What follows belongs to an exercise in optimizing a design on an open flow for small area and a short achievable clock period; a production flow would make more cautious choices.
Where RTL was checked, it was by simulation tests only, not by an equivalence proof against the original.
Only the layout flow was run in run 1; the RTL was not checked for function there.
Power figures rest on the tool's default switching activity, not on a simulated workload.

## flow/design.v (module list and top-level ports; edited modules follow where they fit)
// module fa_cell: 4 lines
// module ha_cell: 4 lines
// module hai_cell: 4 lines
// module xor_cell: 3 lines
// module xnor_cell: 3 lines
// module or_cell: 3 lines
// module ALU_TOP: 2139 lines
module ALU_TOP #(parameter width_top = 16) (A, B, ALU_FUN,
    CLK,RST,
    ARITH_OUT,
    LOGIC_OUT,
    CMP_OUT,
    SHIFT_OUT,
    CARRY_OUT,
    ARITH_FLAG_OUT,
    LOGIC_FLAG_OUT,
    CMP_FLAG_OUT,
    SHIFT_FLAG_OUT
    );
  // ...
==> flow/flow/run.sh <==
#!/bin/bash
# Own layout flow: the standard flow (standard.sh) with two changes made
# through the environment the ORFS scripts read:
#  - the port buffers are sky130_fd_sc_hd__buf_1 instead of the flow's
#    default choice (every input and output port still gets its buffer);
#  - repair_timing aims for 89 ns of setup slack instead of 0, so that it
#    sizes up and buffers the longest paths (the SDC is unchanged).
# The make run's whole output goes to flow_make.log in this folder; ORFS keeps
# each step's full log under orfs/logs/.
set -euo pipefail
export BUFFER_PORTS_ARGS="-buffer_cell sky130_fd_sc_hd__buf_1"
export SETUP_SLACK_MARGIN=89
bash standard.sh > flow_make.log 2>&1
==> flow/standard.sh <==
#!/bin/bash
# synth_recipe.tcl (not shown) runs the flow's synth.tcl, then flattens the netlist and writes it again
# the make line also repeats each setting of config.mk as NAME=value (left out here)
make -C /OpenROAD-flow-scripts/flow DESIGN_CONFIG=/design/flow/config.mk WORK_HOME=/design/flow/orfs CLKGATE_MAP_FILE= SYNTH_SCRIPT=/design/flow/synth_recipe.tcl "${@:-finish}"
==> flow/config.mk <==
export PLATFORM = sky130hd
export DESIGN_NAME = ALU_TOP
export DESIGN_NICKNAME = ALU_TOP
export VERILOG_FILES = /design/flow/design.v
export SDC_FILE = /design/flow/constraint.sdc
export NUM_CORES = 4
export LEC_CHECK = 0
export CAP_MARGIN = 20
export CORE_MARGIN = 2
export CORE_UTILIZATION = 60
export PLACE_DENSITY = 0.72
export SLEW_MARGIN = 20
export SYNTH_HIERARCHICAL = 1
==> flow/constraint.sdc <==
create_clock -name core_clock -period 130.0 [get_ports {CLK}]
set_input_delay 26.0000 -clock core_clock [delete_from_list [all_inputs] [get_ports {CLK}]]
set_output_delay 26.0000 -clock core_clock [all_outputs]
set_load 0.01 [all_outputs]
==> summary.txt, run 1 <==
GRT
  • GRT met2 Usage: 0.574
  • Initial antenna violation count: 0
  • Total track usage: 0.343
  • Largest net degree at the start of global routing: 75
  • First-pass GRT wire length: 76.6 mm

Final layout
  • Multi-In Gates: approximately 1500
  • Fin util: 0.657
  • Final Non-Filler Cells: roughly 2300
  • FILL cells: around 2200
  • Clock buf count: 6
  • Non-clock buffer share: 0.0560
  • Register area: about 1100 um2
  • Area growth from synthesis to layout: 7.19%
  • Layout clock area frac: 0.00801
  • Non-clk bufs: roughly 190

Timing
  • Relative slew slack: 0.316
  • Count of pins over their slew limit: 0
  • Fin Hold WS: approximately 25 ns

Worst setup path
  • Worst Path Buf+Inv: 6
  • CP Capture Point: ARITH_OUT[0]

Place
  • DP Area: 17200 um2

Synthesis
  • Synth Area in Simple Gates: 0.167
  • Synthesized area: between 15000 and 20000 um2
  • Post-Synthesis Cells: approximately 1800
  • Post-synthesis async set-or-reset flop share: 0.0714

Power and ir drop
  • Comb power: just under 200 uW
  • Logic pwr share: 0.857
  • Total power: ~230 uW
  • Sw Ratio: 0.498

Route
  • Via count: about 14000
  • DRC viols: 0
  • First drt pass iteration count: 6
  • Routed Antenna Nets: 0
  • Top Metal Used: met4

Clocking
  • CTS tree: done
  • Clock transition at path regs: around 0.080 ns
  • CTS Sinks: 56

Run status
  • Status: complete, no violations
==> run 2: changes to the inputs <==
--- a/flow/design.v
+++ b/flow/design.v
@@ -448,81 +448,81 @@
         a_r  <= A;
         b_r  <= B;
         dq_r <= dq_hi_w;
         dr_r <= dr_hi;
     end
     wire        sub = op_r[0] | cmp_flag;
     wire [15:0] s;
     wire        c;
-    wire n2181 = b_r[0] ^ sub;
-    wire n2182 = b_r[1] ^ sub;
-    wire n2183 = b_r[2] ^ sub;
-    wire n2184 = b_r[3] ^ sub;
-    wire n2185 = b_r[4] ^ sub;
-    wire n2186 = b_r[5] ^ sub;
-    wire n2187 = b_r[6] ^ sub;
-    wire n2188 = b_r[7] ^ sub;
-    wire n2189 = b_r[8] ^ sub;
-    wire n2190 = b_r[9] ^ sub;
-    wire n2191 = b_r[10] ^ sub;
-    wire n2192 = b_r[11] ^ sub;
-    wire n2193 = b_r[12] ^ sub;
-    wire n2194 = b_r[13] ^ sub;
-    wire n2195 = b_r[14] ^ sub;
-    wire n2196 = b_r[15] ^ sub;
+    wire n2157 = b_r[0] ^ sub;
+    wire n2158 = b_r[1] ^ sub;
+    wire n2159 = b_r[2] ^ sub;
+    wire n2160 = b_r[3] ^ sub;
+    wire n2161 = b_r[4] ^ sub;
+    wire n2162 = b_r[5] ^ sub;
+    wire n2163 = b_r[6] ^ sub;
+    wire n2164 = b_r[7] ^ sub;
+    wire n2165 = b_r[8] ^ sub;
+    wire n2166 = b_r[9] ^ sub;
+    wire n2167 = b_r[10] ^ sub;
+    wire n2168 = b_r[11] ^ sub;
+    wire n2169 = b_r[12] ^ sub;
+    wire n2170 = b_r[13] ^ sub;
+    wire n2171 = b_r[14] ^ sub;
+    wire n2172 = b_r[15] ^ sub;
+    wire s2173, c2174;
+    fa_cell u_fa2175 (.a(a_r[0]), .b(n2157), .c(sub), .s(s2173), .co(c2174));
+    wire s2176, c2177;
+    fa_cell u_fa2178 (.a(a_r[1]), .b(n2158), .c(c2174), .s(s2176), .co(c2177));
+    wire s2179, c2180;
+    fa_cell u_fa2181 (.a(a_r[2]), .b(n2159), .c(c2177), .s(s2179), .co(c2180));
+    wire s2182, c2183;
+    fa_cell u_fa2184 (.a(a_r[3]), .b(n2160), .c(c2180), .s(s2182), .co(c2183));
+    wire s2185, c2186;
+    fa_cell u_fa2187 (.a(a_r[4]), .b(n2161), .c(c2183), .s(s2185), .co(c2186));
+    wire s2188, c2189;
+    fa_cell u_fa2190 (.a(a_r[5]), .b(n2162), .c(c2186), .s(s2188), .co(c2189));
+    wire s2191, c2192;
+    fa_cell u_fa2193 (.a(a_r[6]), .b(n2163), .c(c2189), .s(s2191), .co(c2192));
+    wire s2194, c2195;
+    fa_cell u_fa2196 (.a(a_r[7]), .b(n2164), .c(c2192), .s(s2194), .co(c2195));
     wire s2197, c2198;
-    fa_cell u_fa2199 (.a(a_r[0]), .b(n2181), .c(sub), .s(s2197), .co(c2198));
+    fa_cell u_fa2199 (.a(a_r[8]), .b(n2165), .c(c2195), .s(s2197), .co(c2198));
     wire s2200, c2201;
-    fa_cell u_fa2202 (.a(a_r[1]), .b(n2182), .c(c2198), .s(s2200), .co(c2201));
+    fa_cell u_fa2202 (.a(a_r[9]), .b(n2166), .c(c2198), .s(s2200), .co(c2201));
     wire s2203, c2204;
-    fa_cell u_fa2205 (.a(a_r[2]), .b(n2183), .c(c2201), .s(s2203), .co(c2204));
+    fa_cell u_fa2205 (.a(a_r[10]), .b(n2167), .c(c2201), .s(s2203), .co(c2204));
     wire s2206, c2207;
-    fa_cell u_fa2208 (.a(a_r[3]), .b(n2184), .c(c2204), .s(s2206), .co(c2207));
+    fa_cell u_fa2208 (.a(a_r[11]), .b(n2168), .c(c2204), .s(s2206), .co(c2207));
     wire s2209, c2210;
-    fa_cell u_fa2211 (.a(a_r[4]), .b(n2185), .c(c2207), .s(s2209), .co(c2210));
+    fa_cell u_fa2211 (.a(a_r[12]), .b(n2169), .c(c2207), .s(s2209), .co(c2210));
     wire s2212, c2213;
-    fa_cell u_fa2214 (.a(a_r[5]), .b(n2186), .c(c2210), .s(s2212), .co(c2213));
+    fa_cell u_fa2214 (.a(a_r[13]), .b(n2170), .c(c2210), .s(s2212), .co(c2213));
     wire s2215, c2216;
-    fa_cell u_fa2217 (.a(a_r[6]), .b(n2187), .c(c2213), .s(s2215), .co(c2216));
+    fa_cell u_fa2217 (.a(a_r[14]), .b(n2171), .c(c2213), .s(s2215), .co(c2216));
     wire s2218, c2219;
-    fa_cell u_fa2220 (.a(a_r[7]), .b(n2188), .c(c2216), .s(s2218), .co(c2219));
-    wire s2221, c2222;
-    fa_cell u_fa2223 (.a(a_r[8]), .b(n2189), .c(c2219), .s(s2221), .co(c2222));
-    wire s2224, c2225;
-    fa_cell u_fa2226 (.a(a_r[9]), .b(n2190), .c(c2222), .s(s2224), .co(c2225));
-    wire s2227, c2228;
-    fa_cell u_fa2229 (.a(a_r[10]), .b(n2191), .c(c2225), .s(s2227), .co(c2228));
-    wire s2230, c2231;
-    fa_cell u_fa2232 (.a(a_r[11]), .b(n2192), .c(c2228), .s(s2230), .co(c2231));
-    wire s2233, c2234;
-    fa_cell u_fa2235 (.a(a_r[12]), .b(n2193), .c(c2231), .s(s2233), .co(c2234));
-    wire s2236, c2237;
-    fa_cell u_fa2238 (.a(a_r[13]), .b(n2194), .c(c2234), .s(s2236), .co(c2237));
-    wire s2239, c2240;
-    fa_cell u_fa2241 (.a(a_r[14]), .b(n2195), .c(c2237), .s(s2239), .co(c2240));
-    wire s2242, c2243;
-    fa_cell u_fa2244 (.a(a_r[15]), .b(n2196), .c(c2240), .s(s2242), .co(c2243));
-    assign s[0] = s2197;
-    assign s[1] = s2200;
-    assign s[2] = s2203;
-    assign s[3] = s2206;
-    assign s[4] = s2209;
-    assign s[5] = s2212;
-    assign s[6] = s2215;
-    assign s[7] = s2218;
-    assign s[8] = s2221;
-    assign s[9] = s2224;
-    assign s[10] = s2227;
-    assign s[11] = s2230;
-    assign s[12] = s2233;
-    assign s[13] = s2236;
-    assign s[14] = s2239;
-    assign s[15] = s2242;
-    assign c = c2243;
+    fa_cell u_fa2220 (.a(a_r[15]), .b(n2172), .c(c2216), .s(s2218), .co(c2219));
+    assign s[0] = s2173;
+    assign s[1] = s2176;
+    assign s[2] = s2179;
+    assign s[3] = s2182;
+    assign s[4] = s2185;
+    assign s[5] = s2188;
+    assign s[6] = s2191;
+    assign s[7] = s2194;
+    assign s[8] = s2197;
+    assign s[9] = s2200;
+    assign s[10] = s2203;
+    assign s[11] = s2206;
+    assign s[12] = s2209;
+    assign s[13] = s2212;
+    assign s[14] = s2215;
+    assign s[15] = s2218;
+    assign c = c2219;
     wire [31:0] prod;
     wire pp1136 = ~(a_r[0] & b_r[0]);
     wire pp1137 = ~(a_r[0] & b_r[1]);
     wire pp1138 = ~(a_r[1] & b_r[0]);
     wire pp1139 = ~(a_r[0] & b_r[2]);
     wire pp1140 = ~(a_r[1] & b_r[1]);
     wire pp1141 = ~(a_r[2] & b_r[0]);
     wire pp1142 = ~(a_r[0] & b_r[3]);
@@ -1246,77 +1246,59 @@
     fa_cell u_fa2085 (.a(c1993), .b(s1995), .c(c2081), .s(s2083), .co(c2084));
     wire s2086, c2087;
     fa_cell u_fa2088 (.a(c1996), .b(s1998), .c(c2084), .s(s2086), .co(c2087));
     wire s2089, c2090;
     fa_cell u_fa2091 (.a(c1999), .b(s2001), .c(c2087), .s(s2089), .co(c2090));
     wire s2092, c2093;
     fa_cell u_fa2094 (.a(c2002), .b(s2004), .c(c2090), .s(s2092), .co(c2093));
     wire s2095, c2096;
-    ha_cell u_ha2097 (.a(c2005), .b(s2007), .s(s2095), .co(c2096));
+    fa_cell u_fa2097 (.a(c2005), .b(s2007), .c(c2093), .s(s2095), .co(c2096));
     wire s2098, c2099;
     fa_cell u_fa2100 (.a(c2008), .b(s2010), .c(c2096), .s(s2098), .co(c2099));
     wire s2101, c2102;
     fa_cell u_fa2103 (.a(c2011), .b(s2013), .c(c2099), .s(s2101), .co(c2102));
     wire s2104, c2105;
     fa_cell u_fa2106 (.a(c2014), .b(s2016), .c(c2102), .s(s2104), .co(c2105));
     wire s2107, c2108;
     fa_cell u_fa2109 (.a(c2017), .b(s2019), .c(c2105), .s(s2107), .co(c2108));
     wire s2110, c2111;
     fa_cell u_fa2112 (.a(c2020), .b(s2022), .c(c2108), .s(s2110), .co(c2111));
     wire s2113, c2114;
-    fa_cell u_fa2115 (.a(c2023), .b(s2025), .c(c2111), .s(s2113), .co(c2114));
+    ha_cell u_ha2115 (.a(c2023), .b(s2025), .s(s2113), .co(c2114));
     wire s2116, c2117;
     fa_cell u_fa2118 (.a(c2026), .b(s2028), .c(c2114), .s(s2116), .co(c2117));
     wire s2119, c2120;
     fa_cell u_fa2121 (.a(c2029), .b(s2031), .c(c2117), .s(s2119), .co(c2120));
     wire s2122, c2123;
     fa_cell u_fa2124 (.a(c2032), .b(s2034), .c(c2120), .s(s2122), .co(c2123));
     wire s2125, c2126;
     fa_cell u_fa2127 (.a(c2035), .b(pp1391), .c(c2123), .s(s2125), .co(c2126));
     wire s2128, c2129;
     fa_cell u_fa2130 (.a(1'b1), .b(1'b1), .c(c2126), .s(s2128), .co(c2129));
     wire s2131, c2132;
-    xnor_cell u_xn2133 (.a(c2005), .b(s2007), .y(s2131));
-    or_cell u_or2134 (.a(c2005), .b(s2007), .y(c2132));
+    xnor_cell u_xn2133 (.a(c2023), .b(s2025), .y(s2131));
+    or_cell u_or2134 (.a(c2023), .b(s2025), .y(c2132));
     wire s2135, c2136;
-    fa_cell u_fa2137 (.a(c2008), .b(s2010), .c(c2132), .s(s2135), .co(c2136));
+    fa_cell u_fa2137 (.a(c2026), .b(s2028), .c(c2132), .s(s2135), .co(c2136));
     wire s2138, c2139;
-    fa_cell u_fa2140 (.a(c2011), .b(s2013), .c(c2136), .s(s2138), .co(c2139));
+    fa_cell u_fa2140 (.a(c2029), .b(s2031), .c(c2136), .s(s2138), .co(c2139));
     wire s2141, c2142;
-    fa_cell u_fa2143 (.a(c2014), .b(s2016), .c(c2139), .s(s2141), .co(c2142));
+    fa_cell u_fa2143 (.a(c2032), .b(s2034), .c(c2139), .s(s2141), .co(c2142));
     wire s2144, c2145;
-    fa_cell u_fa2146 (.a(c2017), .b(s2019), .c(c2142), .s(s2144), .co(c2145));
+    fa_cell u_fa2146 (.a(c2035), .b(pp1391), .c(c2142), .s(s2144), .co(c2145));
     wire s2147, c2148;
-    fa_cell u_fa2149 (.a(c2020), .b(s2022), .c(c2145), .s(s2147), .co(c2148));
-    wire s2150, c2151;
-    fa_cell u_fa2152 (.a(c2023), .b(s2025), .c(c2148), .s(s2150), .co(c2151));
-    wire s2153, c2154;
-    fa_cell u_fa2155 (.a(c2026), .b(s2028), .c(c2151), .s(s2153), .co(c2154));
-    wire s2156, c2157;
-    fa_cell u_fa2158 (.a(c2029), .b(s2031), .c(c2154), .s(s2156), .co(c2157));
-    wire s2159, c2160;
-    fa_cell u_fa2161 (.a(c2032), .b(s2034), .c(c2157), .s(s2159), .co(c2160));
-    wire s2162, c2163;
-    fa_cell u_fa2164 (.a(c2035), .b(pp1391), .c(c2160), .s(s2162), .co(c2163));
-    wire s2165, c2166;
-    fa_cell u_fa2167 (.a(1'b1), .b(1'b1), .c(c2163), .s(s2165), .co(c2166));
-    wire n2168 = c2093 ? s2131 : s2095;
-    wire n2169 = c2093 ? s2135 : s2098;
-    wire n2170 = c2093 ? s2138 : s2101;
-    wire n2171 = c2093 ? s2141 : s2104;
-    wire n2172 = c2093 ? s2144 : s2107;
-    wire n2173 = c2093 ? s2147 : s2110;
-    wire n2174 = c2093 ? s2150 : s2113;
-    wire n2175 = c2093 ? s2153 : s2116;
-    wire n2176 = c2093 ? s2156 : s2119;
-    wire n2177 = c2093 ? s2159 : s2122;
-    wire n2178 = c2093 ? s2162 : s2125;
-    wire n2179 = c2093 ? s2165 : s2128;
-    wire n2180 = c2093 ? c2166 : c2129;
+    fa_cell u_fa2149 (.a(1'b1), .b(1'b1), .c(c2145), .s(s2147), .co(c2148));
+    wire n2150 = c2111 ? s2131 : s2113;
+    wire n2151 = c2111 ? s2135 : s2116;
+    wire n2152 = c2111 ? s2138 : s2119;
+    wire n2153 = c2111 ? s2141 : s2122;
+    wire n2154 = c2111 ? s2144 : s2125;
+    wire n2155 = c2111 ? s2147 : s2128;
+    wire n2156 = c2111 ? c2148 : c2129;
     assign prod[1] = ~s2037;
     assign prod[2] = ~s2041;
     assign prod[3] = ~s2044;
     assign prod[4] = ~s2047;
     assign prod[5] = ~s2050;
     assign prod[6] = ~s2053;
     assign prod[7] = ~s2056;
     assign prod[8] = ~s2059;
@@ -1326,28 +1308,28 @@
     assign prod[12] = ~s2071;
     assign prod[13] = ~s2074;
     assign prod[14] = ~s2077;
     assign prod[15] = ~s2080;
     assign prod[16] = ~s2083;
     assign prod[17] = ~s2086;
     assign prod[18] = ~s2089;
     assign prod[19] = ~s2092;
-    assign prod[20] = ~n2168;
-    assign prod[21] = ~n2169;
-    assign prod[22] = ~n2170;
-    assign prod[23] = ~n2171;
-    assign prod[24] = ~n2172;
-    assign prod[25] = ~n2173;
-    assign prod[26] = ~n2174;
-    assign prod[27] = ~n2175;
-    assign prod[28] = ~n2176;
-    assign prod[29] = ~n2177;
-    assign prod[30] = ~n2178;
-    assign prod[31] = ~n2179;
+    assign prod[20] = ~s2095;
+    assign prod[21] = ~s2098;
+    assign prod[22] = ~s2101;
+    assign prod[23] = ~s2104;
+    assign prod[24] = ~s2107;
+    assign prod[25] = ~s2110;
+    assign prod[26] = ~n2150;
+    assign prod[27] = ~n2151;
+    assign prod[28] = ~n2152;
+    assign prod[29] = ~n2153;
+    assign prod[30] = ~n2154;
+    assign prod[31] = ~n2155;
     wire [6:0] dq_lo_w;
     wire n359 = ~b_r[0];
     wire n360 = ~b_r[1];
     wire n361 = ~b_r[2];
     wire n362 = ~b_r[3];
     wire n363 = ~b_r[4];
     wire n364 = ~b_r[5];
     wire n365 = ~b_r[6];
==> flow/config.mk (replaced) <==
export PLATFORM = sky130hd
export DESIGN_NAME = ALU_TOP
export DESIGN_NICKNAME = ALU_TOP
export VERILOG_FILES = /design/flow/design.v
export SDC_FILE = /design/flow/constraint.sdc
export NUM_CORES = 4
export LEC_CHECK = 0
export ABC_AREA = 1
export CAP_MARGIN = 20
export CORE_MARGIN = 2
export CORE_UTILIZATION = 60
export PLACE_DENSITY = 0.72
export SLEW_MARGIN = 20
export SYNTH_HIERARCHICAL = 1
==> run 2 against run 1 <==
Net effect: still clean on timing, DRC and antenna; flip-flop and latch count stayed put; via count rose by 3.2%; global-route usage up 0.58 points; critical path type unchanged; critical endpoint unchanged; largest power group unchanged.
==> summary.txt, run 2 <==
Timing
  • Count of pins over their slew limit: 0 (unchanged)
  • Fraction of the cycle the final worst path needs: 0.304 (was 0.310)
  • Final setup vio count: 0 (unchanged)
  • Fin Setup TNS: 0 ns (unchanged)
  • Fin Hold WS: 25.50 ns (was 25.49 ns)
  • Relative slew slack: 0.255 (was 0.316)
  • Fmax: 0.0253 GHz (was 0.0248 GHz)
  • RSZ-0062 raised after global routing: false (was true)
  • Final hold violations: 0 (unchanged)
  • Post-layout min period: 39.51 ns (was 40.32 ns)
  • Slew @ Worst Pin: 1.12 ns (was 1.03 ns)

Route
  • Via count: 14500 (was 14000)
  • First drt pass iteration count: 5 (was 6)
  • WL/cell: 18.9 um (was 21.2 um)
  • Iteration-0 DRC Markers: 1008 (was 996)
  • DRC viols: 0 (unchanged)
  • Drt total wl: 48.8 mm (was 48.3 mm)
  • Vias per Instance: 5.60 (was 6.16)
  • Routed Antenna Nets: 0 (unchanged)

Floorplan
  • Die X: 171 um (was 170 um)
  • Starting Density: 0.614 (was 0.613)
  • # rows: 60 (unchanged)
  • IO Pins: 171 (unchanged)
  • Area of the core: 27100 um2 (unchanged)
  • Die area: 29100 um2 (was 29000 um2)
  • Die Y: 171 um (was 170 um)

Final layout
  • Area of the multi-input gates: 13800 um2 (was 14600 um2)
  • Most frequent cells in the layout: nand2_1, fa_1, inv_1, ha_1, buf_1 (was nand2_1, fa_1, ha_1, buf_1, inv_1)
  • Final #Nets: 2663 (was 2361)
  • FILL cells: 2459 (was 2236)
  • Share of layout cells above drive strength 1: 0.0791 (was 0.0925)
  • Fin util: 0.639 (was 0.657)
  • # diodes: 0 (unchanged)
  • Final non-filler cell area: 17300 um2 (was 17800 um2)
  • Regs by FF count: a_r x16, b_r x16 (unchanged)
  • Commonest non-fill, non-tap cell in the layout: nand2_1 (unchanged)
  • Register area: 1150 um2 (unchanged)
  • Area growth from synthesis to layout: 3.99% (was 7.19%)

GRT
  • First-pass GRT wire length: 77.1 mm (was 76.6 mm)
  • Total track usage: 0.349 (was 0.343)
  • Total gr overflow: 0 (unchanged)
  • Vias in the first global route: 14500 (about the same)
  • Largest net degree at the start of global routing: 52 (was 75)
  • Initial antenna violation count: 0 (unchanged)

Synthesis
  • Most common cell in the netlist: nand2_1 (unchanged)
  • YS warnings: 7 (unchanged)
  • Synth Register Bits: 56 (unchanged)
  • Post-synth top cells: nand2_1, fa_1, inv_1, ha_1, nand3_1 (was nand2_1, fa_1, ha_1, inv_1, clkbuf_1)
  • Post-Synthesis Cells: 2155 (was 1814)
  • Post-synthesis async set-or-reset flop share: 0.0714 (unchanged)
  • Synthesized area: 16600 um2 (about the same)
  • Sequential fraction of the synthesis area: 0.0686 (was 0.0687)
  • Synth unique cells: 56 (was 85)
  • Number of synthesized flops with an enable pin: 0 (unchanged)
  • Syn Area/Cell: 7.72 um2 (was 9.16 um2)
  • Synth area leaders: fa_1, nand2_1, ha_1, dfxtp_1, inv_1 (was fa_1, ha_1, nand2_1, dfxtp_1, xnor2_1)
  • Share of Yosys cell area claimed by the top area cell type: 0.349 (was 0.357)
  • Main flop type after synthesis: dfxtp_1 (unchanged)
  • Synth area leader: fa_1 (unchanged)

Worst setup path
  • WS Path Type: reg2out (unchanged)
  • Worst path slowest cell: fa_1 (unchanged)
  • Crit path launch type: flop (unchanged)
  • Critical path arrival: 13.51 ns (was 14.32 ns)
  • Crit-path max cell delay: 0.43 ns (was 0.52 ns)
  • Required @ worst endpoint: 104.00 ns (about the same)
  • Largest fanout on the critical path: 24 (was 27)
  • Most common cell on crit path: nand2_1 (was ha_1)
  • Worst setup EP type: output pin (unchanged)

Power and ir drop
  • Worst vdd ir: 0.0153 mV (was 0.0212 mV)
  • Leak Pwr: 0.00827 uW (was 0.00723 uW)
  • Total power: 200 uW (was 231 uW)
  • Power Density: 11.6 nW/um2 (was 13.0 nW/um2)

Clocking
  • Num CTS Buffers: 5 (unchanged)
  • CTS Sinks: 56 (unchanged)
  • H-tree Lvls: 2 (unchanged)
  • Clock transition at path regs: 0.08 ns (about the same)
  • Post-CTS Hold Fix Bufs: 0 (unchanged)
  • Clock buffer depth: 2 (unchanged)
  • CTS tree: done (unchanged)
  • Clk Tree Root Cell: clkbuf_16 (unchanged)

Run
  • Maximum capacitance violations: 0 (unchanged)

Place
  • Gpl congestion: 0.974 (was 0.903)
  • HPWL after detailed placement: 38.5 mm (was 35.4 mm)
  • DP Area: 17100 um2 (was 17200 um2)
  • PortBufs: 125 (unchanged)

Worst hold path
  • Type of the worst min-delay path: in2async (unchanged)

Run status
  • Status: complete, no violations (unchanged)
run 2: cell count changes after synthesis, sizes merged, moves of 25 or more:
cell	change
inv	+162
nand3	+121
nand2	+343
nor2b	-25
a21oi	+29
xnor2	-40
nor3	-25
mux2i	-40
o21ai	+52
run 2: power breakdown:
group / internal (uW) / leakage, uW / switching (uW)
Clock: 7.36 / 0.0000719 / 7.63
Sequential: 18.0 / 0.000487 / 1.28
Combinational: 71.2 / 0.00771 / 94.6
run 2: how the worst max path moves through the flow:
stage	startpoint	cells past startpoint	to	slack, ns
final	b_r[4]$_DFF_P_	81	ARITH_OUT[0]	90.49
after global routing	b_r[4]$_DFF_P_	84	ARITH_OUT[0]	89.01
after CTS	b_r[3]$_DFF_P_	83	ARITH_OUT[0]	89.40
after detailed placement	b_r[3]$_DFF_P_	83	ARITH_OUT[0]	89.75
after global placement	b_r[3]$_DFF_P_	83	ARITH_OUT[0]	90.33
after floorplan	b_r[4]$_DFF_P_	31	ARITH_OUT[25]	92.71
run 2: cells by family (layout without fill, tap and decap cells):
group	Yosys count	count (layout)	synth area share
simple gates	946	946	0.256
fa+ha+maj	415	415	0.443
other cells	2	49	0.000451
compound gates	242	242	0.0846
mux	2	2	0.00120
buf+inv	435	444	0.116
xor+xnor	57	57	0.0300
flops	56	56	0.0686
run 2: per-module statistics from Yosys, one instance, submodules excluded:
module | area (um2) | copies in the design
ALU_TOP | 11200 | 1
xnor_cell | 18.8 | 17
ha_cell | 12.5 | 1
or_cell | 11.3 | 17
fa_cell | 20.0 | 245
run 2: final cells by class:
type,count,share of cell area
multi-input cells,1711,0.795
flip-flops and latches,56,0.0662
inverters,274,0.0602
repair buffers,162,0.0432
well taps,372,0.0269
clock buffers,5,0.00723
clock inverters,3,0.00159
run 2: worst max-delay path: cells and delay by family (launching register included):
kind | cells | cell delay, ns
AND/OR/NAND/NOR | 49 | 5.72
AO/OA/AOI/OAI | 15 | 2.45
adder cells (fa/ha/maj) | 7 | 2.37
flip-flops | 1 | 0.31
buffers and inverters | 10 | 2.24
run 2: routing by layer:
layer | GRT usage | routed length, um
met1 | 0.466 | 19600
met2 | 0.562 | 22500
met3 | 0.0900 | 5120
met4 | 0.0988 | 1430
met5 | 0.0226 | 85
run 2: repair_timing:
| item | CTS | global route |
|---|---|---|
| gates resized for setup | 0 | 10 |
| endpoints found under the setup margin | 0 | 2 |
| buffers inserted | 0 | 5 |
run 2: per-stage QoR:
step	setup slack, ns	instances
3_5_place_dp	89.75	2570
6_report	90.49	2583
3_3_place_gp	90.33	2570
2_1_floorplan	92.71	2202
5_1_grt	89.01	2583
4_1_cts	89.40	2578
==> run 3: changes to the inputs <==
==> flow/flow/run.sh (replaced) <==
#!/bin/bash
# Own layout flow: the standard flow (standard.sh) with two changes made
# through the environment the ORFS scripts read:
#  - the port buffers are sky130_fd_sc_hd__buf_1 instead of the flow's
#    default choice (every input and output port still gets its buffer);
#  - repair_timing aims for 92 ns of setup slack instead of 0, so that it
#    sizes up and buffers the longest paths (the SDC is unchanged).
# The make run's whole output goes to flow_make.log in this folder; ORFS keeps
# each step's full log under orfs/logs/.
set -euo pipefail
export BUFFER_PORTS_ARGS="-buffer_cell sky130_fd_sc_hd__buf_1"
export SETUP_SLACK_MARGIN=92
bash standard.sh > flow_make.log 2>&1
==> run 3 against run 2 <==
Net effect: sequential power about the same; utilization increased by 4.8 points; power increased by 4.8%; cell area grew 7.5%; first-iteration DRC count is 27% higher; routed wire length is 6.8% higher; combinational power grew 6%; setup slack improved by 1.8 ns; largest cell class unchanged.
==> summary.txt, run 3 <==
Synthesis
  • Synth area leader: fa_1 (unchanged)
  • Synth Area in Adders: 0.443 (unchanged)
  • Multiplexer share of the synthesized area: 0.00120 (unchanged)
  • Synth area leaders: fa_1, nand2_1, ha_1, dfxtp_1, inv_1 (unchanged)
  • Number of synthesized flops with an enable pin: 0 (unchanged)
  • Largest family of logic cells by synthesized area: adder cells (unchanged)
  • Post-Synthesis Cells: 2155 (unchanged)
  • Synth Area in Simple Gates: 0.256 (unchanged)
  • Synth Area in Compound Gates: 0.0846 (unchanged)
  • XOR/XNOR share of the synthesized area: 0.0300 (unchanged)
  • Post-synthesis async set-or-reset flop share: 0.0714 (unchanged)
  • Post-synth top cells: nand2_1, fa_1, inv_1, ha_1, nand3_1 (unchanged)
  • Share of Yosys cell area claimed by the top area cell type: 0.349 (unchanged)
  • Main flop type after synthesis: dfxtp_1 (unchanged)
  • Most common cell in the netlist: nand2_1 (unchanged)
  • Sequential fraction of the synthesis area: 0.0686 (unchanged)
  • Synthesized area: 16600 um2 (unchanged)
  • Synth unique cells: 56 (unchanged)
  • YS warnings: 7 (unchanged)
  • Syn Area/Cell: 7.72 um2 (unchanged)
  • Synth Register Bits: 56 (unchanged)

Worst setup path
  • Crit-path max cell delay: 0.57 ns (was 0.43 ns)
  • Critical path arrival: 11.72 ns (was 13.51 ns)
  • Largest fanout on the critical path: 18 (was 24)
  • Required @ worst endpoint: 104.00 ns (about the same)
  • Worst setup EP type: output pin (unchanged)
  • WS Path Type: reg2out (unchanged)
  • Most common cell on crit path: fa_1 (was nand2_1)
  • Crit path launch type: flop (unchanged)
  • Worst path slowest cell: fa_1 (unchanged)

Route
  • Via count: 15100 (was 14500)
  • First drt pass iteration count: 8 (was 5)
  • Routed Antenna Nets: 0 (unchanged)
  • DRC viols: 0 (unchanged)
  • Drt total wl: 52.1 mm (was 48.8 mm)
  • Iteration-0 DRC Markers: 1283 (was 1008)
  • WL/cell: 19.6 um (was 18.9 um)
  • Vias per Instance: 5.66 (was 5.60)

GRT
  • First-pass GRT wire length: 79.0 mm (was 77.1 mm)
  • Vias in the first global route: 14800 (was 14500)
  • Initial antenna violation count: 0 (unchanged)
  • Largest net degree at the start of global routing: 52 (unchanged)
  • Total gr overflow: 0 (unchanged)
  • Total track usage: 0.357 (was 0.349)

Run status
  • Status: complete, no violations (unchanged)

Run
  • Maximum capacitance violations: 0 (unchanged)

Clocking
  • CTS tree: done (unchanged)
  • Clock transition at path regs: 0.08 ns (about the same)
  • Clk Tree Root Cell: clkbuf_16 (unchanged)
  • CTS Sinks: 56 (unchanged)
  • H-tree Lvls: 2 (unchanged)
  • Num CTS Buffers: 5 (unchanged)
  • Clock buffer depth: 2 (unchanged)

Floorplan
  • Starting Density: 0.614 (unchanged)
  • # rows: 60 (unchanged)
  • Die Y: 171 um (unchanged)
  • Die X: 171 um (unchanged)
  • Die area: 29100 um2 (unchanged)
  • IO Pins: 171 (unchanged)
  • Area of the core: 27100 um2 (unchanged)

Final layout
  • Most frequent cells in the layout: nand2_1, fa_1, inv_1, buf_1 (was nand2_1, fa_1, inv_1, ha_1, buf_1)
  • Final non-filler cell area: 18600 um2 (was 17300 um2)
  • Share of layout cells above drive strength 1: 0.151 (was 0.0791)
  • Commonest non-fill, non-tap cell in the layout: nand2_1 (unchanged)
  • Area growth from synthesis to layout: 11.8% (was 3.99%)
  • # diodes: 0 (unchanged)
  • Regs by FF count: a_r x16, b_r x16 (unchanged)
  • FILL cells: 2270 (was 2459)
  • Final #Nets: 2742 (was 2663)

Power and ir drop
  • Worst vdd ir: 0.0155 mV (was 0.0153 mV)
  • Power Density: 11.3 nW/um2 (was 11.6 nW/um2)
  • Leak Pwr: 0.00874 uW (was 0.00827 uW)

Timing
  • Fin Setup TNS: 0 ns (unchanged)
  • RSZ-0062 raised after global routing: true (was false)
  • Slew @ Worst Pin: 1.14 ns (was 1.12 ns)
  • Post-layout min period: 37.72 ns (was 39.51 ns)
  • Fmax: 0.0265 GHz (was 0.0253 GHz)
  • Final hold violations: 0 (unchanged)
  • Final setup vio count: 0 (unchanged)
  • Count of pins over their slew limit: 0 (unchanged)
  • Fraction of the cycle the final worst path needs: 0.290 (was 0.304)
  • Relative slew slack: 0.240 (was 0.255)

Place
  • Gpl congestion: 0.974 (unchanged)
  • HPWL after detailed placement: 38.5 mm (unchanged)
  • PortBufs: 125 (unchanged)
  • DP Area: 17100 um2 (unchanged)

Worst hold path
  • Type of the worst min-delay path: in2async (unchanged)
## run 3: cell count changes in the layout (fill, tap and decap cells not counted), moves of 11 or more
cell        previous run  this run
buf_4                 37        98
inv_1                260       244
nand2_1              634       618
fa_1                 290       278
fa_2                   0        12
clkinvlp_4             4        15
ha_1                 125       114
ha_4                   0        11
## run 3: report_power, final
part	switching, uW	internal, uW	leakage (uW)
sequential	1.10	17.9	0.000490
clock	7.66	7.36	0.0000719
combinational	99.5	76.1	0.00818
## run 3: metrics by stage
step           setup slack (ns)  hold WS (ns)   util  total power [uW]  instances
6_report                  92.28         25.50  0.686               210       2662
5_1_grt                   91.79         25.52  0.686               231       2662
4_1_cts                   91.97         25.52  0.653               200       2607
3_5_place_dp              89.75         25.86  0.631               180       2570
3_3_place_gp              90.33         25.83  0.631               178       2570
2_1_floorplan             92.71         25.70      -               135       2202
## run 3: per-module statistics from Yosys, one instance, submodules excluded
module     flip-flops and latches  copies in the design  cell area (um2)  cells
or_cell                         0                    17             11.3      3
xnor_cell                       0                    17             18.8      5
ha_cell                         0                     1             12.5      1
fa_cell                         0                   245             20.0      1
ALU_TOP                        56                     1            11200   1773
## run 3: worst paths after layout
path	cells past startpoint	start	end	slack, ns
worst max-delay path	31	b_r[3]$_DFF_P_	ARITH_OUT[25]	92.28
worst min-delay path	1	RST	shift_flag$_DFF_PN0_	25.50
max in group asynchronous	1	RST	cmp_flag$_DFF_PN0_	104.30
min in group core_clock	1	A[5]	a_r[5]$_DFF_P_	25.76
## run 3: logic make-up after synthesis
family,after synthesis
AOI/OAI and AO/OA,242
xor gates and xnor gates,57
adders and majority gates,415
buffers and inverters,435
DFF,56
muxes,2
other,2
and+or+nand+nor,946
## run 3: critical path: cells and delay by family, from the launching register on
family / cells / cell delay, ns
and+or+nand+nor: 4 / 0.59
buffers and inverters: 2 / 0.39
DFF: 1 / 0.39
AOI/OAI and AO/OA: 1 / 0.14
adders and majority gates: 24 / 9.90
## run 3: layout make-up
cell class,instances,area (um2),area share
Clock buffer,5,125,0.00673
Clock inverter,3,27.5,0.00148
Inverter,274,1090,0.0586
Multi-Input combinational cell,1715,14200,0.765
Sequential cell,56,1170,0.0632
Tap cell,372,465,0.0250
Timing Repair Buffer,236,1480,0.0795
Timing Repair inverter,1,7.51,0.000404
## run 3: timing repair
item	CTS	global route
buffers inserted	25	50
gates resized for setup	50	109
pin swaps	2	36
cloned	4	5
endpoints found under the setup margin	16	19
hold buffers	0	0
## run 3: metal layers
metal / wire length [um] / share of wire / vias up / track usage
met4: 2030 / 0.039 / 0 / 0.114
met2: 24100 / 0.46 / 804 / 0.576
met3: 5800 / 0.11 / 139 / 0.101
met1: 20200 / 0.39 / 7221 / 0.467
met5: 0 / 0 / - / 0
li1: - / - / 6892 / -
==> run 4: changes to the inputs <==
==> flow/flow/run.sh (replaced) <==
#!/bin/bash
# Own layout flow: the standard flow (standard.sh) with two changes made
# through the environment the ORFS scripts read:
#  - the port buffers are sky130_fd_sc_hd__buf_1 instead of the flow's
#    default choice (every input and output port still gets its buffer);
#  - repair_timing aims for 93 ns of setup slack instead of 0, so that it
#    sizes up and buffers the longest paths (the SDC is unchanged).
# The make run's whole output goes to flow_make.log in this folder; ORFS keeps
# each step's full log under orfs/logs/.
set -euo pipefail
export BUFFER_PORTS_ARGS="-buffer_cell sky130_fd_sc_hd__buf_1"
export SETUP_SLACK_MARGIN=93
bash standard.sh > flow_make.log 2>&1
==> run 4 against run 3 <==
Net effect: cell area up 7.8%; maximum frequency up 0.58%; highest routed layer is now met5; critical endpoint is now ARITH_OUT[0]; still clean on timing, DRC and antenna; utilization up 5.3 points; largest cell class unchanged.
==> summary.txt, run 4 <==
Clocking
  • CTS tree: done (unchanged)
  • Clock transition at path regs: 0.08 ns (about the same)
  • H-tree Lvls: 2 (unchanged)
  • Clk Tree Root Cell: clkbuf_16 (unchanged)
  • CTS Sinks: 56 (unchanged)
  • Clock buffer depth: 2 (unchanged)
  • Num CTS Buffers: 5 (unchanged)

Synthesis
  • XOR/XNOR share of the synthesized area: 0.0300 (unchanged)
  • Post-synthesis async set-or-reset flop share: 0.0714 (unchanged)
  • Synth Area in Adders: 0.443 (unchanged)
  • Synthesized area: 16600 um2 (unchanged)
  • YS warnings: 7 (unchanged)
  • Main flop type after synthesis: dfxtp_1 (unchanged)
  • Multiplexer share of the synthesized area: 0.00120 (unchanged)
  • Most common cell in the netlist: nand2_1 (unchanged)
  • Share of Yosys cell area claimed by the top area cell type: 0.349 (unchanged)
  • Largest family of logic cells by synthesized area: adder cells (unchanged)
  • Post-Synthesis Cells: 2155 (unchanged)
  • Synth Area in Compound Gates: 0.0846 (unchanged)
  • Synth unique cells: 56 (unchanged)
  • Synth area leader: fa_1 (unchanged)
  • Synth Area in Simple Gates: 0.256 (unchanged)
  • Sequential fraction of the synthesis area: 0.0686 (unchanged)
  • Post-synth top cells: nand2_1, fa_1, inv_1, ha_1, nand3_1 (unchanged)
  • Syn Area/Cell: 7.72 um2 (unchanged)
  • Synth area leaders: fa_1, nand2_1, ha_1, dfxtp_1, inv_1 (unchanged)
  • Synth Register Bits: 56 (unchanged)
  • Number of synthesized flops with an enable pin: 0 (unchanged)

Route
  • Iteration-0 DRC Markers: 1616 (was 1283)
  • WL/cell: 21.2 um (was 19.6 um)
  • DRC viols: 0 (unchanged)
  • Drt total wl: 57.6 mm (was 52.1 mm)
  • Via count: 16000 (was 15100)
  • Vias per Instance: 5.91 (was 5.66)
  • Routed Antenna Nets: 0 (unchanged)
  • First drt pass iteration count: 5 (was 8)

Floorplan
  • Die area: 29100 um2 (unchanged)
  • Die Y: 171 um (unchanged)
  • Starting Density: 0.614 (unchanged)
  • Die X: 171 um (unchanged)
  • IO Pins: 171 (unchanged)
  • # rows: 60 (unchanged)
  • Area of the core: 27100 um2 (unchanged)

Power and ir drop
  • Sw Ratio: 0.500 (was 0.516)
  • Leak Pwr: 0.00920 uW (was 0.00874 uW)
  • Logic pwr share: 0.843 (was 0.838)
  • Worst vdd ir: 0.0139 mV (was 0.0155 mV)
  • Power Density: 11.0 nW/um2 (was 11.3 nW/um2)
  • Internal Power: 110 uW (was 101 uW)
  • Seq pwr share: 0.085 (was 0.091)
  • Clk pwr share: 0.072 (about the same)
  • NetSw: 111 uW (was 108 uW)

Timing
  • Fraction of the cycle the final worst path needs: 0.288 (was 0.290)
  • RSZ-0062 raised after global routing: true (unchanged)
  • Final hold violations: 0 (unchanged)
  • Slew @ Worst Pin: 0.910 ns (was 1.14 ns)
  • Fmax: 0.0267 GHz (was 0.0265 GHz)
  • Count of pins over their slew limit: 0 (unchanged)
  • Final setup vio count: 0 (unchanged)
  • Post-layout min period: 37.50 ns (was 37.72 ns)
  • Fin Setup TNS: 0 ns (unchanged)
  • Relative slew slack: 0.393 (was 0.240)

GRT
  • Total gr overflow: 0 (unchanged)
  • Vias in the first global route: 16000 (was 14800)
  • Largest net degree at the start of global routing: 52 (unchanged)
  • First-pass GRT wire length: 85.0 mm (was 79.0 mm)
  • Initial antenna violation count: 1 (was 0)
  • Total track usage: 0.386 (was 0.357)

Worst setup path
  • Most common cell on crit path: nand2_2 (was fa_1)
  • Crit-path max cell delay: 0.43 ns (was 0.57 ns)
  • Largest fanout on the critical path: 7 (was 18)
  • WS Path Type: reg2out (unchanged)
  • Crit path launch type: flop (unchanged)
  • Worst setup EP type: output pin (unchanged)
  • Critical path arrival: 11.50 ns (was 11.72 ns)
  • Worst path slowest cell: fa_2 (was fa_1)
  • Required @ worst endpoint: 104.00 ns (about the same)

Place
  • Gpl congestion: 0.941 (was 0.974)
  • DP Area: 17100 um2 (about the same)
  • HPWL after detailed placement: 38.3 mm (was 38.5 mm)
  • PortBufs: 125 (unchanged)
  • Cell Count Post-Placement: 2574 (was 2570)

Final layout
  • Final Non-Filler Cells: 2715 (was 2662)
  • Commonest non-fill, non-tap cell in the layout: nand2_1 (unchanged)
  • FILL cells: 2006 (was 2270)
  • Most frequent cells in the layout: nand2_1, fa_1, inv_1, buf_4, buf_1 (was nand2_1, fa_1, inv_1, buf_1)
  • Final non-filler cell area: 20000 um2 (was 18600 um2)
  • Area growth from synthesis to layout: 20.4% (was 11.8%)
  • Regs by FF count: a_r x16, b_r x16 (unchanged)
  • # diodes: 0 (unchanged)
  • Share of layout cells above drive strength 1: 0.245 (was 0.151)
  • Final #Nets: 2795 (was 2742)

Run
  • Maximum capacitance violations: 0 (unchanged)

Worst hold path
  • Type of the worst min-delay path: in2async (unchanged)

Run status
  • Status: complete, no violations (unchanged)
[run 4: cell counts after synthesis]
No cell type changed its count.
[run 4: worst paths after layout]
kind                                start              endpoint  slack [ns]  depth (start not counted)
min in group core_clock              A[1]        a_r[1]$_DFF_P_       25.78                          1
hold / removal                        RST    cmp_flag$_DFF_PN0_       25.50                          1
setup / recovery           b_r[1]$_DFF_P_          ARITH_OUT[0]       92.50                         77
max in group asynchronous             RST  arith_flag$_DFF_PN0_      104.32                          1
[run 4: what timing repair did]
action	in CTS	in global routing
endpoints found under the setup margin	22	19
buffers inserted	70	53
hold buffers	0	0
cloned	8	2
gates resized for setup	174	218
pin swaps	44	126
[run 4: cell type report]
class	count	area (um2)	area share
Clock buffer	6	129	0.00643
Clock inverter	2	38.8	0.00194
Inverter	274	1100	0.0547
Multi-Input combinational cell	1716	15100	0.755
Sequential cell	56	1180	0.0587
Tap cell	372	465	0.0232
Timing Repair Buffer	289	2000	0.100
[run 4: metal layers]
| metal | routed length, um | global-route usage | vias to the layer above | share of wire |
|---|---|---|---|---|
| met5 | 15 | 0 | - | 0.00026 |
| met4 | 3350 | 0.197 | 2 | 0.058 |
| met3 | 6400 | 0.112 | 272 | 0.11 |
| met2 | 26700 | 0.610 | 967 | 0.46 |
| met1 | 21100 | 0.484 | 7796 | 0.37 |
| li1 | - | - | 6999 | - |
[run 4: cells by family (layout without fill, tap and decap cells)]
family          Yosys count  after routing
compound gates          242            242
xor+xnor                 57             57
fa+ha+maj               415            415
buf+inv                 435            571
flops                    56             56
mux                       2              2
other cells               2             49
simple gates            946            951
[run 4: per-module statistics from Yosys, one instance, submodules excluded]
module,cells,times used,flip-flops and latches,cell area [um2]
xnor_cell,5,17,0,18.8
fa_cell,1,245,0,20.0
ha_cell,1,1,0,12.5
ALU_TOP,1773,1,56,11200
or_cell,3,17,0,11.3
[run 4: power groups by stage]
stage / registers, uW / clock network (uW) / logic, uW
2_1_floorplan: 19.1 / 0 / 115
3_3_place_gp: 19.5 / 0 / 154
3_5_place_dp: 19.5 / 0 / 155
4_1_cts: 18.7 / 16.0 / 170
5_1_grt: 18.9 / 16.7 / 206
6_report: 18.8 / 15.9 / 186
[run 4: critical path: cells and delay by family (launching register included)]
kind                     cells  cell delay (ns)
AND/OR/NAND/NOR             40             4.41
AO/OA/AOI/OAI               17             2.60
adder cells (fa/ha/maj)      8             2.59
buffers and inverters       12             1.21
flip-flops                   1             0.36
[run 4: through the flow]
step	setup WS (ns)	util	hold slack [ns]	power [uW]
floorplan	93.01	-	25.70	135
global placement	90.23	0.632	25.83	174
detailed placement	89.58	0.632	25.83	175
CTS	92.94	0.687	25.51	204
global route	91.89	0.740	25.52	242
finish	92.50	0.740	25.50	221
==> run 5: changes to the inputs <==
==> flow/flow/run.sh (replaced) <==
#!/bin/bash
# Own layout flow: the standard flow (standard.sh) with two changes made
# through the environment the ORFS scripts read:
#  - the port buffers are sky130_fd_sc_hd__buf_1 instead of the flow's
#    default choice (every input and output port still gets its buffer);
#  - repair_timing aims for 91 ns of setup slack instead of 0, so that it
#    sizes up and buffers the longest paths (the SDC is unchanged).
# The make run's whole output goes to flow_make.log in this folder; ORFS keeps
# each step's full log under orfs/logs/.
set -euo pipefail
export BUFFER_PORTS_ARGS="-buffer_cell sky130_fd_sc_hd__buf_1"
export SETUP_SLACK_MARGIN=91
export SKIP_GATE_CLONING=1
bash standard.sh > flow_make.log 2>&1
==> run 5 against run 4 <==
Net effect: still clean on timing, DRC and antenna; setup slack got worse by 0.88 ns; final cell count decreased by 4.1%; utilization decreased by 9.0 points; critical path type unchanged; largest cell class unchanged; largest power group unchanged.
==> summary.txt, run 5 <==
Run status
  • Status: complete, no violations (unchanged)

Power and ir drop
  • NetSw: 104 uW (was 111 uW)
  • Internal Power: 97.2 uW (was 110 uW)
  • Seq pwr share: 0.095 (was 0.085)
  • Clk pwr share: 0.075 (was 0.072)
  • Total power: 201 uW (was 221 uW)
  • Worst vdd ir: 0.0152 mV (was 0.0139 mV)
  • Logic pwr share: 0.830 (was 0.843)
  • Power Density: 11.4 nW/um2 (was 11.0 nW/um2)
  • Sw Ratio: 0.517 (was 0.500)
  • Leak Pwr: 0.00839 uW (was 0.00920 uW)

Synthesis
  • Synth area leader: fa_1 (unchanged)
  • Post-synth top cells: nand2_1, fa_1, inv_1, ha_1, nand3_1 (unchanged)
  • Share of Yosys cell area claimed by the top area cell type: 0.349 (unchanged)
  • Synth area leaders: fa_1, nand2_1, ha_1, dfxtp_1, inv_1 (unchanged)
  • Synthesized area: 16600 um2 (unchanged)
  • Sequential fraction of the synthesis area: 0.0686 (unchanged)
  • Main flop type after synthesis: dfxtp_1 (unchanged)
  • Syn Area/Cell: 7.72 um2 (unchanged)
  • YS warnings: 7 (unchanged)
  • Most common cell in the netlist: nand2_1 (unchanged)
  • Synth unique cells: 56 (unchanged)
  • Post-Synthesis Cells: 2155 (unchanged)
  • Post-synthesis async set-or-reset flop share: 0.0714 (unchanged)
  • Number of synthesized flops with an enable pin: 0 (unchanged)
  • Synth Register Bits: 56 (unchanged)

Final layout
  • # diodes: 0 (unchanged)
  • Commonest non-fill, non-tap cell in the layout: nand2_1 (unchanged)
  • Area growth from synthesis to layout: 5.80% (was 20.4%)
  • Share of layout cells above drive strength 1: 0.0932 (was 0.245)
  • Most frequent cells in the layout: nand2_1, fa_1, inv_1, ha_1, buf_1 (was nand2_1, fa_1, inv_1, buf_4, buf_1)
  • Final Non-Filler Cells: 2604 (was 2715)
  • Regs by FF count: a_r x16, b_r x16 (unchanged)
  • Final #Nets: 2684 (was 2795)

Timing
  • Slew @ Worst Pin: 1.14 ns (was 0.910 ns)
  • Post-route setup slack: 91.62 ns (was 92.50 ns)
  • Final setup vio count: 0 (unchanged)
  • Post-layout min period: 38.38 ns (was 37.50 ns)
  • Final hold violations: 0 (unchanged)
  • Fraction of the cycle the final worst path needs: 0.295 (was 0.288)
  • Fin Setup TNS: 0 ns (unchanged)
  • Fmax: 0.0261 GHz (was 0.0267 GHz)
  • Relative slew slack: 0.236 (was 0.393)
  • RSZ-0062 raised after global routing: true (unchanged)
  • Count of pins over their slew limit: 0 (unchanged)

Worst setup path
  • Worst Path Buf+Inv: 2 (was 12)
  • Worst path slowest cell: dfxtp_1 (was fa_2)
  • Worst setup EP type: output pin (unchanged)
  • Largest fanout on the critical path: 21 (was 7)
  • WS Path Type: reg2out (unchanged)
  • Required @ worst endpoint: 104.00 ns (about the same)
  • Kind of cell adding the most delay to the critical path: adder cells (was simple AND/OR/NAND/NOR gates)
  • Crit path launch type: flop (unchanged)
  • Most common cell on crit path: fa_1 (was nand2_2)
  • Critical Path Source: a_r[1]$_DFF_P_ (was b_r[1]$_DFF_P_)
  • Critical path arrival: 12.38 ns (was 11.50 ns)
  • Crit-path max cell delay: 0.97 ns (was 0.43 ns)

Route
  • Drt total wl: 49.4 mm (was 57.6 mm)
  • First drt pass iteration count: 5 (unchanged)
  • Routed Antenna Nets: 0 (unchanged)
  • WL/cell: 19.0 um (was 21.2 um)
  • Vias per Instance: 5.59 (was 5.91)
  • Iteration-0 DRC Markers: 1128 (was 1616)
  • Via count: 14600 (was 16000)
  • DRC viols: 0 (unchanged)

Clocking
  • Clock buffer depth: 2 (unchanged)
  • Post-CTS Hold Fix Bufs: 0 (unchanged)
  • Clk Tree Root Cell: clkbuf_16 (unchanged)
  • H-tree Lvls: 2 (unchanged)
  • Clock transition at path regs: 0.09 ns (was 0.08 ns)
  • CTS tree: done (unchanged)
  • Num CTS Buffers: 5 (unchanged)
  • CTS Sinks: 56 (unchanged)

Place
  • Pre-CTS setup slack: 89.75 ns (was 89.58 ns)
  • Gpl congestion: 0.974 (was 0.941)
  • HPWL after detailed placement: 38.5 mm (was 38.3 mm)
  • Cell Count Post-Placement: 2570 (was 2574)
  • PortBufs: 125 (unchanged)

GRT
  • Total gr overflow: 0 (unchanged)
  • First-pass GRT wire length: 77.5 mm (was 85.0 mm)
  • Vias in the first global route: 14600 (was 16000)
  • Largest net degree at the start of global routing: 52 (unchanged)
  • Initial antenna violation count: 0 (was 1)
  • Total track usage: 0.351 (was 0.386)

Floorplan
  • Area of the core: 27100 um2 (unchanged)
  • IO Pins: 171 (unchanged)
  • Die Y: 171 um (unchanged)
  • Starting Density: 0.614 (unchanged)
  • Die X: 171 um (unchanged)
  • # rows: 60 (unchanged)
  • Die area: 29100 um2 (unchanged)

Run
  • Maximum capacitance violations: 0 (unchanged)

Worst hold path
  • Type of the worst min-delay path: in2async (unchanged)
## run 5: cell count changes in the layout (fill, tap and decap cells not counted), sizes merged
cell	previous run	this run
clkinvlp	12	10
bufbuf	4	0
nand2	661	656
bufinv	1	0
clkbuf	9	6
buf	282	182
inv	262	265
clkinv	1	2
## run 5: final timing paths
path | to | slack [ns] | cells past startpoint
worst max-delay path | ARITH_OUT[28] | 91.62 | 32
worst min-delay path | logic_flag$_DFF_PN0_ | 25.51 | 1
max in group asynchronous | cmp_flag$_DFF_PN0_ | 104.29 | 1
min in group core_clock | a_r[2]$_DFF_P_ | 25.76 | 1
## run 5: modules after synthesis (local to each module, per instance)
module     cells inside  flops+latches  cell area (um2)  copies in the design
xnor_cell             5              0             18.8                    17
or_cell               3              0             11.3                    17
ALU_TOP            1773             56            11200                     1
fa_cell               1              0             20.0                   245
ha_cell               1              0             12.5                     1
## run 5: cell families (layout without fill, tap and decap cells)
| logic type | Yosys count | in the layout | synth area share |
|---|---|---|---|
| other cells | 2 | 49 | 0.000451 |
| xor+xnor | 57 | 57 | 0.0300 |
| flops | 56 | 56 | 0.0686 |
| mux | 2 | 2 | 0.00120 |
| buf+inv | 435 | 465 | 0.116 |
| fa+ha+maj | 415 | 415 | 0.443 |
| compound gates | 242 | 242 | 0.0846 |
| simple gates | 946 | 946 | 0.256 |
## run 5: routing by layer
metal	vias up	GRT usage	routed length (um)	part of all wire
li1	6758	-	-	-
met1	6970	0.465	19800	0.40
met2	723	0.563	22800	0.46
met3	113	0.0925	5190	0.11
met4	2	0.110	1560	0.032
met5	-	0.0226	85	0.0017
## run 5: power groups by stage
stage	sequential (uW)	combinational, uW	clock, uW
after floorplan	19.1	115	0
after global placement	19.5	159	0
after detailed placement	19.6	160	0
after CTS	19.2	164	15.2
after global routing	19.3	189	15.8
final	19.2	167	15.0
## run 5: timing repair
| item | in CTS | in global routing |
|---|---|---|
| buffers inserted | 6 | 20 |
| gates resized for setup | 18 | 30 |
| endpoints found under the setup margin | 2 | 9 |
| pin swaps | 0 | 3 |
| cloned | 0 | 0 |
## run 5: final cells by class
type | instances | area [um2]
inverter | 274 | 1070
multi-input combinational | 1711 | 13800
timing repair buffer | 183 | 946
sequential | 56 | 1160
fill | 2417 | 9490
clock buffer | 5 | 125
tap | 372 | 465
clock inverter | 3 | 27.5
## run 5: stage by stage
step / hold slack, ns / util / instance area, um2
6_report: 25.51 / 0.650 / 17600
5_1_grt: 25.52 / 0.650 / 17600
4_1_cts: 25.52 / 0.640 / 17300
3_5_place_dp: 25.86 / 0.631 / 17100
3_3_place_gp: 25.83 / 0.631 / 17100
2_1_floorplan: 25.70 / - / 16800
==> run 6: changes to the inputs <==
--- a/flow/flow/run.sh
+++ b/flow/flow/run.sh
@@ -10,5 +10,4 @@
 set -euo pipefail
 export BUFFER_PORTS_ARGS="-buffer_cell sky130_fd_sc_hd__buf_1"
 export SETUP_SLACK_MARGIN=91
-export SKIP_GATE_CLONING=1
 bash standard.sh > flow_make.log 2>&1
==> run 6 against run 5 <==
Net effect: count of clock-buffer cells in the layout unchanged; power increased by 0.42%; cell area increased by 0.13%; clock power about the same; utilization increased by 0.083 points; combinational power about the same; synthesized cell count unchanged; worst hold slack got worse by 0.0067 ns; global-route usage unchanged; largest cell class unchanged.
==> summary.txt, run 6 <==
Final layout
  • Regs by FF count: a_r x16, b_r x16 (unchanged)
  • # diodes: 0 (unchanged)
  • Final #Nets: 2687 (was 2684)
  • FILL cells: 2410 (was 2417)
  • Share of layout cells above drive strength 1: 0.0953 (was 0.0932)
  • Fin util: 0.651 (was 0.650)
  • Commonest non-fill, non-tap cell in the layout: nand2_1 (unchanged)
  • Area growth from synthesis to layout: 5.93% (was 5.80%)
  • Most frequent cells in the layout: nand2_1, fa_1, inv_1, ha_1, buf_1 (unchanged)
  • Final non-filler cell area: 17600 um2 (about the same)

Place
  • Gpl congestion: 0.974 (unchanged)
  • HPWL after detailed placement: 38.5 mm (unchanged)
  • PortBufs: 125 (unchanged)
  • DP Area: 17100 um2 (unchanged)

Synthesis
  • Share of Yosys cell area claimed by the top area cell type: 0.349 (unchanged)
  • Synth Register Bits: 56 (unchanged)
  • Synth unique cells: 56 (unchanged)
  • Number of synthesized flops with an enable pin: 0 (unchanged)
  • Post-synth top cells: nand2_1, fa_1, inv_1, ha_1, nand3_1 (unchanged)
  • Synthesized area: 16600 um2 (unchanged)
  • Synth area leaders: fa_1, nand2_1, ha_1, dfxtp_1, inv_1 (unchanged)
  • Post-Synthesis Cells: 2155 (unchanged)
  • Sequential fraction of the synthesis area: 0.0686 (unchanged)
  • Main flop type after synthesis: dfxtp_1 (unchanged)
  • Most common cell in the netlist: nand2_1 (unchanged)
  • Synth area leader: fa_1 (unchanged)
  • YS warnings: 7 (unchanged)
  • Syn Area/Cell: 7.72 um2 (unchanged)
  • Post-synthesis async set-or-reset flop share: 0.0714 (unchanged)

Floorplan
  • Die X: 171 um (unchanged)
  • Die Y: 171 um (unchanged)
  • Die area: 29100 um2 (unchanged)
  • IO Pins: 171 (unchanged)
  • # rows: 60 (unchanged)
  • Area of the core: 27100 um2 (unchanged)
  • Starting Density: 0.614 (unchanged)

Timing
  • Fin Setup TNS: 0 ns (unchanged)
  • Post-layout min period: 38.40 ns (was 38.38 ns)
  • Count of pins over their slew limit: 0 (unchanged)
  • Final setup vio count: 0 (unchanged)
  • RSZ-0062 raised after global routing: true (unchanged)
  • Final hold violations: 0 (unchanged)
  • Fmax: 0.0260 GHz (was 0.0261 GHz)
  • Relative slew slack: 0.239 (was 0.236)
  • Fraction of the cycle the final worst path needs: 0.295 (about the same)
  • Slew @ Worst Pin: 1.14 ns (about the same)

Clocking
  • Clock buffer depth: 2 (unchanged)
  • Post-CTS Hold Fix Bufs: 0 (unchanged)
  • Clk Tree Root Cell: clkbuf_16 (unchanged)
  • Num CTS Buffers: 5 (unchanged)
  • H-tree Lvls: 2 (unchanged)
  • CTS tree: done (unchanged)
  • CTS Sinks: 56 (unchanged)
  • Clock transition at path regs: 0.09 ns (about the same)

Worst setup path
  • Critical path arrival: 12.40 ns (was 12.38 ns)
  • Largest fanout on the critical path: 21 (unchanged)
  • Worst Path Buf+Inv: 2 (unchanged)
  • Worst path slowest cell: dfxtp_1 (unchanged)
  • Worst setup EP type: output pin (unchanged)
  • WS Path Type: reg2out (unchanged)
  • Crit-path max cell delay: 0.99 ns (was 0.97 ns)
  • Crit path launch type: flop (unchanged)
  • Kind of cell adding the most delay to the critical path: adder cells (unchanged)
  • Required @ worst endpoint: 104.00 ns (about the same)
  • Most common cell on crit path: fa_1 (unchanged)

Power and ir drop
  • Leak Pwr: 0.00839 uW (about the same)
  • Worst vdd ir: 0.0151 mV (was 0.0152 mV)
  • Power Density: 11.5 nW/um2 (was 11.4 nW/um2)
  • Total power: 202 uW (was 201 uW)

Run
  • Maximum capacitance violations: 0 (unchanged)

Route
  • Iteration-0 DRC Markers: 1070 (was 1128)
  • DRC viols: 0 (unchanged)
  • Routed Antenna Nets: 0 (unchanged)
  • Vias per Instance: 5.59 (about the same)
  • Via count: 14600 (about the same)
  • WL/cell: 19.0 um (about the same)
  • Drt total wl: 49.6 mm (was 49.4 mm)
  • First drt pass iteration count: 5 (unchanged)

GRT
  • Initial antenna violation count: 0 (unchanged)
  • Total gr overflow: 0 (unchanged)
  • Total track usage: 0.351 (unchanged)
  • Largest net degree at the start of global routing: 52 (unchanged)
  • First-pass GRT wire length: 77.5 mm (unchanged)
  • Vias in the first global route: 14600 (unchanged)

Run status
  • Status: complete, no violations (unchanged)

Worst hold path
  • Type of the worst min-delay path: in2async (unchanged)
==> run 6: cell counts after synthesis <==
Identical to the previous run, type by type.
==> run 6: timing repair <==
item	CTS	global route
pin swaps	0	2
resized for setup	18	33
setup endpoints to repair	2	9
buffers inserted	6	21
cloned	0	2
==> run 6: area by class of cell <==
type,instances,area (um2),area share
multi-input combinational,1713,13800,0.784
sequential,56,1160,0.0656
inverter,274,1070,0.0609
timing repair buffer,184,957,0.0543
tap,372,465,0.0264
clock buffer,5,125,0.00710
clock inverter,3,27.5,0.00156
==> run 6: through the flow <==
stage	hold slack [ns]	setup slack, ns	cells
after CTS	25.52	91.00	2584
after detailed placement	25.86	89.75	2570
after floorplan	25.70	92.71	2202
after global routing	25.52	90.79	2607
final	25.50	91.60	2607
after global placement	25.83	90.33	2570
==> run 6: kinds of logic after synthesis <==
| family | after synthesis | synth area share |
|---|---|---|
| AND/OR/NAND/NOR | 946 | 0.256 |
| buffers and inverters | 435 | 0.116 |
| adder cells (fa/ha/maj) | 415 | 0.443 |
| AO/OA/AOI/OAI | 242 | 0.0846 |
| XOR/XNOR | 57 | 0.0300 |
| flip-flops | 56 | 0.0686 |
| other | 2 | 0.000451 |
| multiplexers | 2 | 0.00120 |
==> run 6: report_power, final <==
part	leakage, uW	internal, uW	total (uW)	switching [uW]
combinational	0.00783	72.1	168	95.9
clock	0.0000719	7.36	15.1	7.71
sequential	0.000488	17.9	19.2	1.26
total	0.00839	97.4	202	105
==> run 6: layer usage <==
| layer | vias to the layer above | wire (um) | track usage |
|---|---|---|---|
| met4 | 2 | 1640 | 0.110 |
| li1 | 6771 | - | - |
| met1 | 6959 | 19700 | 0.465 |
| met2 | 737 | 22800 | 0.563 |
| met3 | 110 | 5370 | 0.0925 |
| met5 | - | 85 | 0.0226 |
==> run 6: Yosys stat by module, one instance, submodules excluded <==
module     flops+latches  times used  cell area, um2
xnor_cell              0          17            18.8
ha_cell                0           1            12.5
ALU_TOP               56           1           11200
or_cell                0          17            11.3
fa_cell                0         245            20.0
==> run 6: final timing paths <==
path / to / cells after the start / startpoint
min in group core_clock: a_r[2]$_DFF_P_ / 1 / A[2]
worst max-delay path: ARITH_OUT[27] / 32 / a_r[1]$_DFF_P_
worst min-delay path: shift_flag$_DFF_PN0_ / 1 / RST
max in group asynchronous: cmp_flag$_DFF_PN0_ / 1 / RST

[separate check: timing with driven ports]
Ports are ideal in the flow. The routed layouts listed here were re-timed in OpenROAD.
Step 1, drivers: a clkbuf_16 drives CLK and a buf_2 each remaining input, both assumed.
Step 2 adds t to the input delays and takes it off the output delays; t is the mean of the earliest and latest rising clock arrival at the registers after step 1. Input paths then give back, and output paths get back, about the clock's delay inside the block.
Slacks: ideal / step 1 / step 2; pairs: ideal / step 1.
| run | t (ns) | slack for setup (ns) | worst setup path at the end | worst slew at a driven data input, ns |
|---|---|---|---|---|
| run 1 | 0.350 | 89.682 / 89.641 / 89.465 | input to register | 0.07 |
| run 2 | 0.361 | 90.493 / 90.444 / 90.805 | register to output | 0.07 |
| run 3 | 0.361 | 92.285 / 92.235 / 92.368 | input to register | 0.07 |
| run 4 | 0.351 | 92.501 / 92.452 / 92.803 | register to output | 0.04 |
| run 5 | 0.363 | 91.623 / 91.572 / 91.639 | input to register | 0.07 |
| run 6 | 0.362 | 91.599 / 91.548 / 91.643 | input to register | 0.07 |
After both steps every run listed still meets setup and hold. The setup slack of run 1, which loses most, moves by -0.041 ns with the drivers and by -0.217 ns with both steps.
